Context: an optimization exercise on an open-source flow, tuned for small area, a short achievable clock period and few clock cycles per item. The choices shown serve that exercise and are no tape-out recipe.
The RTL was checked by simulation tests, not by an equivalence proof against the original design.
Power figures rest on the tool's default switching activity, not on a simulated workload.

==> maple: inputs <==
## ISR
module ISR(reset,
           value,
           clock,
           result,
           done
);
  input wire reset;
  input wire [63:0] value;
  input wire clock;
  output wire [31:0] result;
  output wire done;
  reg  [55:0] d;       
  reg  [30:0] r;       
  reg  [31:0] q;       
  reg  [3:0]  cnt;     
  reg         fin;
  wire [7:0] v8 = value[63:56];
  reg  [3:0] q0;
  reg  [4:0] r0;
  always @* begin
    case (v8)
      8'd0: begin q0 = 4'd0; r0 = 5'd0; end
      8'd1: begin q0 = 4'd1; r0 = 5'd0; end
      8'd2: begin q0 = 4'd1; r0 = 5'd1; end
      8'd3: begin q0 = 4'd1; r0 = 5'd2; end
      8'd4: begin q0 = 4'd2; r0 = 5'd0; end
      8'd5: begin q0 = 4'd2; r0 = 5'd1; end
      8'd6: begin q0 = 4'd2; r0 = 5'd2; end
      8'd7: begin q0 = 4'd2; r0 = 5'd3; end
      8'd8: begin q0 = 4'd2; r0 = 5'd4; end
      8'd9: begin q0 = 4'd3; r0 = 5'd0; end
      8'd10: begin q0 = 4'd3; r0 = 5'd1; end
      8'd11: begin q0 = 4'd3; r0 = 5'd2; end
      8'd12: begin q0 = 4'd3; r0 = 5'd3; end
      8'd13: begin q0 = 4'd3; r0 = 5'd4; end
      8'd14: begin q0 = 4'd3; r0 = 5'd5; end
      8'd15: begin q0 = 4'd3; r0 = 5'd6; end
      8'd16: begin q0 = 4'd4; r0 = 5'd0; end
      8'd17: begin q0 = 4'd4; r0 = 5'd1; end
      8'd18: begin q0 = 4'd4; r0 = 5'd2; end
      8'd19: begin q0 = 4'd4; r0 = 5'd3; end
      8'd20: begin q0 = 4'd4; r0 = 5'd4; end
      8'd21: begin q0 = 4'd4; r0 = 5'd5; end
      8'd22: begin q0 = 4'd4; r0 = 5'd6; end
      8'd23: begin q0 = 4'd4; r0 = 5'd7; end
      8'd24: begin q0 = 4'd4; r0 = 5'd8; end
      8'd25: begin q0 = 4'd5; r0 = 5'd0; end
      8'd26: begin q0 = 4'd5; r0 = 5'd1; end
      8'd27: begin q0 = 4'd5; r0 = 5'd2; end
      8'd28: begin q0 = 4'd5; r0 = 5'd3; end
      8'd29: begin q0 = 4'd5; r0 = 5'd4; end
      8'd30: begin q0 = 4'd5; r0 = 5'd5; end
      8'd31: begin q0 = 4'd5; r0 = 5'd6; end
  ...
export LEC_CHECK = 0
export CAP_MARGIN = 20
export CORE_MARGIN = 2
export CORE_UTILIZATION = 40
export PLACE_DENSITY = 0.6
export SLEW_MARGIN = 20
create_clock -name core_clock -period 10.0 [get_ports {clock}]
standard.sh (not shown) runs the stock make flow with config.mk's settings and CLKGATE_MAP_FILE= SYNTH_SCRIPT=/design/flow/synth_recipe.tcl, a recipe that flattens the netlist after the stock synthesis.
==> flow/flow/run.sh <==
#!/bin/bash
bash standard.sh BUFFER_PORTS_ARGS="-buffer_cell sky130_fd_sc_hd__buf_2" finish > standard.log 2>&1
==> garnet (differences from maple) <==
--- a/flow/design.v
+++ b/flow/design.v
@@ -10,19 +10,19 @@
   output wire [31:0] result;
   output wire done;
   reg  [55:0] d;       
   reg  [30:0] r;       
   reg  [31:0] q;       
   reg  [3:0]  cnt;     
   reg         fin;
-  wire [7:0] v8 = value[63:56];
+  wire [7:0] vt = value[63:56];
   reg  [3:0] q0;
   reg  [4:0] r0;
   always @* begin
-    case (v8)
+    case (vt)
       8'd0: begin q0 = 4'd0; r0 = 5'd0; end
       8'd1: begin q0 = 4'd1; r0 = 5'd0; end
       8'd2: begin q0 = 4'd1; r0 = 5'd1; end
       8'd3: begin q0 = 4'd1; r0 = 5'd2; end
       8'd4: begin q0 = 4'd2; r0 = 5'd0; end
       8'd5: begin q0 = 4'd2; r0 = 5'd1; end
       8'd6: begin q0 = 4'd2; r0 = 5'd2; end
@@ -275,24 +275,27 @@
       8'd253: begin q0 = 4'd15; r0 = 5'd28; end
       8'd254: begin q0 = 4'd15; r0 = 5'd29; end
       8'd255: begin q0 = 4'd15; r0 = 5'd30; end
     endcase
   end
   wire [29:0] qs = q[29:0];
   wire [34:0] x  = {r, d[55:52]};             
-  wire [33:0] t1 = {1'b0, x[34:2]} - {2'b00, qs, 2'b01};
+  wire [33:0] t1;
+  prefix_add #(.W(34), .KIND(0)) u_t1(.a({1'b0, x[34:2]}), .b(~{2'b00, qs, 2'b01}), .ci(1'b1), .y(t1));
   wire        ge1 = ~t1[33];
-  wire [35:0] t2a = {1'b0, x} - {3'b000, qs, 3'b001};
+  wire [35:0] t2a;
+  prefix_add #(.W(36), .KIND(0)) u_t2a(.a({1'b0, x}), .b(~{3'b000, qs, 3'b001}), .ci(1'b1), .y(t2a));
   wire        ge2a = ~t2a[35];
   wire [35:0] m1 = {~{2'b00, qs}, 4'b1111};
   wire [35:0] m2 = {~{3'b000, qs}, 3'b000};
   wire [35:0] xe = {1'b0, x};
   wire [35:0] cs = xe ^ m1 ^ m2;
   wire [35:0] cc = (xe & m1) | (xe & m2) | (m1 & m2);
-  wire [35:0] t2b = cs + {cc[34:0], 1'b0};
+  wire [35:0] t2b;
+  prefix_add #(.W(36), .KIND(0)) u_t2b(.a(cs), .b({cc[34:0], 1'b0}), .ci(1'b0), .y(t2b));
   wire        ge2b = ~t2b[35];
   wire        ge2 = ge1 ? ge2b : ge2a;
   wire [30:0] r1 = ge1 ? (ge2 ? t2b[30:0] : {t1[28:0], x[1:0]})
                        : (ge2 ? t2a[30:0] : x[30:0]);
   always @(posedge clock) begin
     if (reset) begin
       d   <= value[55:0];
@@ -309,7 +312,82 @@
         if (cnt == 4'd1) fin <= 1'b1;
       end
     end
   end
   assign result = q;
   assign done   = fin;
 endmodule
+module prefix_add #(parameter W = 8, parameter KIND = 0)
+  (input wire [W-1:0] a, input wire [W-1:0] b, input wire ci,
+   output wire [W-1:0] y);
+  reg [W-1:0] g, p, pp;
+  reg [W-1:0] gn, pn;
+  reg [W:0]   c;
+  integer i, j, l, s;
+  localparam integer TOP = (W > 32) ? 32 : (W > 16) ? 16 : (W > 8) ? 8 :
+                           (W > 4) ? 4 : (W > 2) ? 2 : 1;
+  always @* begin
+    for (i = 0; i < W; i = i + 1) begin
+      g[i]  = a[i] & b[i];
+      pp[i] = a[i] ^ b[i];
+      p[i]  = pp[i];
+    end
+    g[0] = g[0] | (p[0] & ci);
+    if (KIND == 0) begin
+      for (l = 1; l < W; l = l * 2)
+        for (j = 2 * l - 1; j < W; j = j + 2 * l) begin
+          g[j] = g[j] | (p[j] & g[j - l]);
+          p[j] = p[j] & p[j - l];
+        end
+      for (l = TOP / 2; l >= 1; l = l / 2)
+        for (j = 3 * l - 1; j < W; j = j + 2 * l) begin
+          g[j] = g[j] | (p[j] & g[j - l]);
+          p[j] = p[j] & p[j - l];
+        end
+    end else if (KIND == 1) begin
+      for (l = 1; l < W; l = l * 2) begin
+        gn = g; pn = p;
+        for (j = 0; j < W; j = j + 1)
+          if ((j / l) % 2 == 1) begin
+            s = (j / l) * l - 1;
+            gn[j] = g[j] | (p[j] & g[s]);
+            pn[j] = p[j] & p[s];
+          end
+        g = gn; p = pn;
+      end
+    end else if (KIND == 2) begin
+      for (l = 1; l < W; l = l * 2) begin
+        gn = g; pn = p;
+        for (j = l; j < W; j = j + 1) begin
+          gn[j] = g[j] | (p[j] & g[j - l]);
+          pn[j] = p[j] & p[j - l];
+        end
+        g = gn; p = pn;
+      end
+    end else begin
+      for (l = 1; l < W; l = l * 2) begin
+        gn = g; pn = p;
+        for (j = 1; j < W; j = j + 2)
+          if (j - l >= 0) begin
+            if (l == 1) begin
+              gn[j] = g[j] | (p[j] & g[j - 1]);
+              pn[j] = p[j] & p[j - 1];
+            end else if (j - l >= 1) begin
+              gn[j] = g[j] | (p[j] & g[j - l]);
+              pn[j] = p[j] & p[j - l];
+            end
+          end
+        g = gn; p = pn;
+      end
+      gn = g; pn = p;
+      for (j = 2; j < W; j = j + 2) begin
+        gn[j] = g[j] | (p[j] & g[j - 1]);
+        pn[j] = p[j] & p[j - 1];
+      end
+      g = gn; p = pn;
+    end
+    c[0] = ci;
+    for (i = 0; i < W; i = i + 1)
+      c[i + 1] = g[i];
+  end
+  assign y = pp ^ c[W-1:0];
+endmodule
==> flow/flow/run.sh (replaced) <==
#!/bin/bash
bash standard.sh BUFFER_PORTS_ARGS="-buffer_cell sky130_fd_sc_hd__buf_2" SETUP_SLACK_MARGIN=6.5 ABC_AREA=1 CTS_BUF_LIST="sky130_fd_sc_hd__clkbuf_4 sky130_fd_sc_hd__clkbuf_8" CORE_UTILIZATION=60 PLACE_DENSITY=0.75 finish > standard.log 2>&1
==> yarrow (differences from maple) <==
==> flow/flow/run.sh (replaced) <==
#!/bin/bash
bash standard.sh BUFFER_PORTS_ARGS="-buffer_cell sky130_fd_sc_hd__buf_2" SETUP_SLACK_MARGIN=6.5 CTS_BUF_LIST="sky130_fd_sc_hd__clkbuf_4 sky130_fd_sc_hd__clkbuf_8" finish > standard.log 2>&1
==> umber (differences from maple) <==
--- a/flow/design.v
+++ b/flow/design.v
@@ -10,19 +10,19 @@
   output wire [31:0] result;
   output wire done;
   reg  [55:0] d;       
   reg  [30:0] r;       
   reg  [31:0] q;       
   reg  [3:0]  cnt;     
   reg         fin;
-  wire [7:0] v8 = value[63:56];
+  wire [7:0] vt = value[63:56];
   reg  [3:0] q0;
   reg  [4:0] r0;
   always @* begin
-    case (v8)
+    case (vt)
       8'd0: begin q0 = 4'd0; r0 = 5'd0; end
       8'd1: begin q0 = 4'd1; r0 = 5'd0; end
       8'd2: begin q0 = 4'd1; r0 = 5'd1; end
       8'd3: begin q0 = 4'd1; r0 = 5'd2; end
       8'd4: begin q0 = 4'd2; r0 = 5'd0; end
       8'd5: begin q0 = 4'd2; r0 = 5'd1; end
       8'd6: begin q0 = 4'd2; r0 = 5'd2; end
@@ -275,24 +275,27 @@
       8'd253: begin q0 = 4'd15; r0 = 5'd28; end
       8'd254: begin q0 = 4'd15; r0 = 5'd29; end
       8'd255: begin q0 = 4'd15; r0 = 5'd30; end
     endcase
   end
   wire [29:0] qs = q[29:0];
   wire [34:0] x  = {r, d[55:52]};             
-  wire [33:0] t1 = {1'b0, x[34:2]} - {2'b00, qs, 2'b01};
+  wire [33:0] t1;
+  prefix_add #(.W(34), .KIND(0)) u_t1(.a({1'b0, x[34:2]}), .b(~{2'b00, qs, 2'b01}), .ci(1'b1), .y(t1));
   wire        ge1 = ~t1[33];
-  wire [35:0] t2a = {1'b0, x} - {3'b000, qs, 3'b001};
+  wire [35:0] t2a;
+  prefix_add #(.W(36), .KIND(0)) u_t2a(.a({1'b0, x}), .b(~{3'b000, qs, 3'b001}), .ci(1'b1), .y(t2a));
   wire        ge2a = ~t2a[35];
   wire [35:0] m1 = {~{2'b00, qs}, 4'b1111};
   wire [35:0] m2 = {~{3'b000, qs}, 3'b000};
   wire [35:0] xe = {1'b0, x};
   wire [35:0] cs = xe ^ m1 ^ m2;
   wire [35:0] cc = (xe & m1) | (xe & m2) | (m1 & m2);
-  wire [35:0] t2b = cs + {cc[34:0], 1'b0};
+  wire [35:0] t2b;
+  prefix_add #(.W(36), .KIND(0)) u_t2b(.a(cs), .b({cc[34:0], 1'b0}), .ci(1'b0), .y(t2b));
   wire        ge2b = ~t2b[35];
   wire        ge2 = ge1 ? ge2b : ge2a;
   wire [30:0] r1 = ge1 ? (ge2 ? t2b[30:0] : {t1[28:0], x[1:0]})
                        : (ge2 ? t2a[30:0] : x[30:0]);
   always @(posedge clock) begin
     if (reset) begin
       d   <= value[55:0];
@@ -309,7 +312,82 @@
         if (cnt == 4'd1) fin <= 1'b1;
       end
     end
   end
   assign result = q;
   assign done   = fin;
 endmodule
+module prefix_add #(parameter W = 8, parameter KIND = 0)
+  (input wire [W-1:0] a, input wire [W-1:0] b, input wire ci,
+   output wire [W-1:0] y);
+  reg [W-1:0] g, p, pp;
+  reg [W-1:0] gn, pn;
+  reg [W:0]   c;
+  integer i, j, l, s;
+  localparam integer TOP = (W > 32) ? 32 : (W > 16) ? 16 : (W > 8) ? 8 :
+                           (W > 4) ? 4 : (W > 2) ? 2 : 1;
+  always @* begin
+    for (i = 0; i < W; i = i + 1) begin
+      g[i]  = a[i] & b[i];
+      pp[i] = a[i] ^ b[i];
+      p[i]  = pp[i];
+    end
+    g[0] = g[0] | (p[0] & ci);
+    if (KIND == 0) begin
+      for (l = 1; l < W; l = l * 2)
+        for (j = 2 * l - 1; j < W; j = j + 2 * l) begin
+          g[j] = g[j] | (p[j] & g[j - l]);
+          p[j] = p[j] & p[j - l];
+        end
+      for (l = TOP / 2; l >= 1; l = l / 2)
+        for (j = 3 * l - 1; j < W; j = j + 2 * l) begin
+          g[j] = g[j] | (p[j] & g[j - l]);
+          p[j] = p[j] & p[j - l];
+        end
+    end else if (KIND == 1) begin
+      for (l = 1; l < W; l = l * 2) begin
+        gn = g; pn = p;
+        for (j = 0; j < W; j = j + 1)
+          if ((j / l) % 2 == 1) begin
+            s = (j / l) * l - 1;
+            gn[j] = g[j] | (p[j] & g[s]);
+            pn[j] = p[j] & p[s];
+          end
+        g = gn; p = pn;
+      end
+    end else if (KIND == 2) begin
+      for (l = 1; l < W; l = l * 2) begin
+        gn = g; pn = p;
+        for (j = l; j < W; j = j + 1) begin
+          gn[j] = g[j] | (p[j] & g[j - l]);
+          pn[j] = p[j] & p[j - l];
+        end
+        g = gn; p = pn;
+      end
+    end else begin
+      for (l = 1; l < W; l = l * 2) begin
+        gn = g; pn = p;
+        for (j = 1; j < W; j = j + 2)
+          if (j - l >= 0) begin
+            if (l == 1) begin
+              gn[j] = g[j] | (p[j] & g[j - 1]);
+              pn[j] = p[j] & p[j - 1];
+            end else if (j - l >= 1) begin
+              gn[j] = g[j] | (p[j] & g[j - l]);
+              pn[j] = p[j] & p[j - l];
+            end
+          end
+        g = gn; p = pn;
+      end
+      gn = g; pn = p;
+      for (j = 2; j < W; j = j + 2) begin
+        gn[j] = g[j] | (p[j] & g[j - 1]);
+        pn[j] = p[j] & p[j - 1];
+      end
+      g = gn; p = pn;
+    end
+    c[0] = ci;
+    for (i = 0; i < W; i = i + 1)
+      c[i + 1] = g[i];
+  end
+  assign y = pp ^ c[W-1:0];
+endmodule
==> flow/flow/run.sh (replaced) <==
#!/bin/bash
bash standard.sh BUFFER_PORTS_ARGS="-buffer_cell sky130_fd_sc_hd__buf_1" SETUP_SLACK_MARGIN=6.5 ABC_AREA=0 CTS_BUF_LIST="sky130_fd_sc_hd__clkbuf_4 sky130_fd_sc_hd__clkbuf_8" finish > standard.log 2>&1
==> summary.txt <==
The highest final cell count belongs to yarrow, the lowest to umber. Clock skew: maple < garnet < umber < yarrow. Synthesized cell count is the same in maple and yarrow. Register-to-register slack, highest first: garnet, yarrow, umber, maple. Non-clock buffer count, lowest first: maple, garnet, yarrow, umber. Of umber and garnet, umber has the higher die area (gap about 50%, measured against garnet).
==> figures <==
quantity	yarrow	garnet	umber	maple
Origin of the worst setup path	q[0]	fin	q[1]	q[0]
Overall die area	29500 sq um	18500 sq um	27600 sq um	29500 sq um
Worst Setup Path Type	flop to flop	flop to primary output	flop to flop	flop to flop
Worst R2R Path Depth	15	21	14	11
Result of the run	complete, no violations	complete, no violations	complete, no violations	complete, no violations
Data arrival time of the critical path	3.83 ns	1.41 ns	4.13 ns	4.88 ns
Endpoint required time on the critical path	10.30 ns	8.00 ns	10.38 ns	10.32 ns
Seq power	0.000711 W	0.000694 W	0.000700 W	0.000705 W
Reg-to-reg startpoint	q[0]	q[21]	q[1]	q[0]
Via density per instance	5.87	5.45	5.47	5.77
Post-Place Cells	1793	1671	1531	1793
Critical path's largest stage delay	0.45 ns	0.70 ns	0.47 ns	0.76 ns
Share of final-layout standard cells stronger than drive strength 1	24.7%	14.2%	21.4%	14.3%
Testbench counts of maple, summed over its fixed seeds: cycles 7,200, items 480.
Testbench counts of garnet, summed over its fixed seeds: cycles 7,200, items 480.
Testbench counts of yarrow, summed over its fixed seeds: cycles 7,200, items 480.
Testbench counts of umber, summed over its fixed seeds: cycles 7,200, items 480.

## port drivers added, routing unchanged
No port has a modelled driver above. Below, the same layouts with a new extraction and two added sets of constraints.
Step 1 sets driving cells, clkbuf_16 on the clock port and buf_2 on the other inputs (assumed; they add their load-dependent delay and slew).
Step 2 times the ports against the registers' clock, not the clock port: input delays grow and output delays shrink by t, the midpoint of the rising clock arrivals with the driver on.
Three values: no drivers, after step 1, after step 2; two values: the first two.
| run | t, ns | setup slack, ns | hold WS [ns] | worst data-port slew with drivers (ns) | cell pins on the clock port's net |
|---|---|---|---|---|---|
| maple | 0.474 | 5.441 / 5.441 / 5.441 | 0.451 / 0.451 / 0.451 | 0.05 | 1 |
| garnet | 0.500 | 6.594 / 6.555 / 6.171 | 0.416 / 0.416 / 0.416 | 0.05 | 1 |
| yarrow | 0.489 | 6.476 / 6.476 / 6.116 | 0.452 / 0.452 / 0.452 | 0.05 | 1 |
| umber | 0.490 | 6.250 / 6.250 / 6.025 | 0.454 / 0.454 / 0.454 | 0.05 | 1 |
After both steps every run listed still meets setup and hold. The setup slack of garnet, which loses most, moves by -0.039 ns with the drivers and by -0.423 ns with both steps.
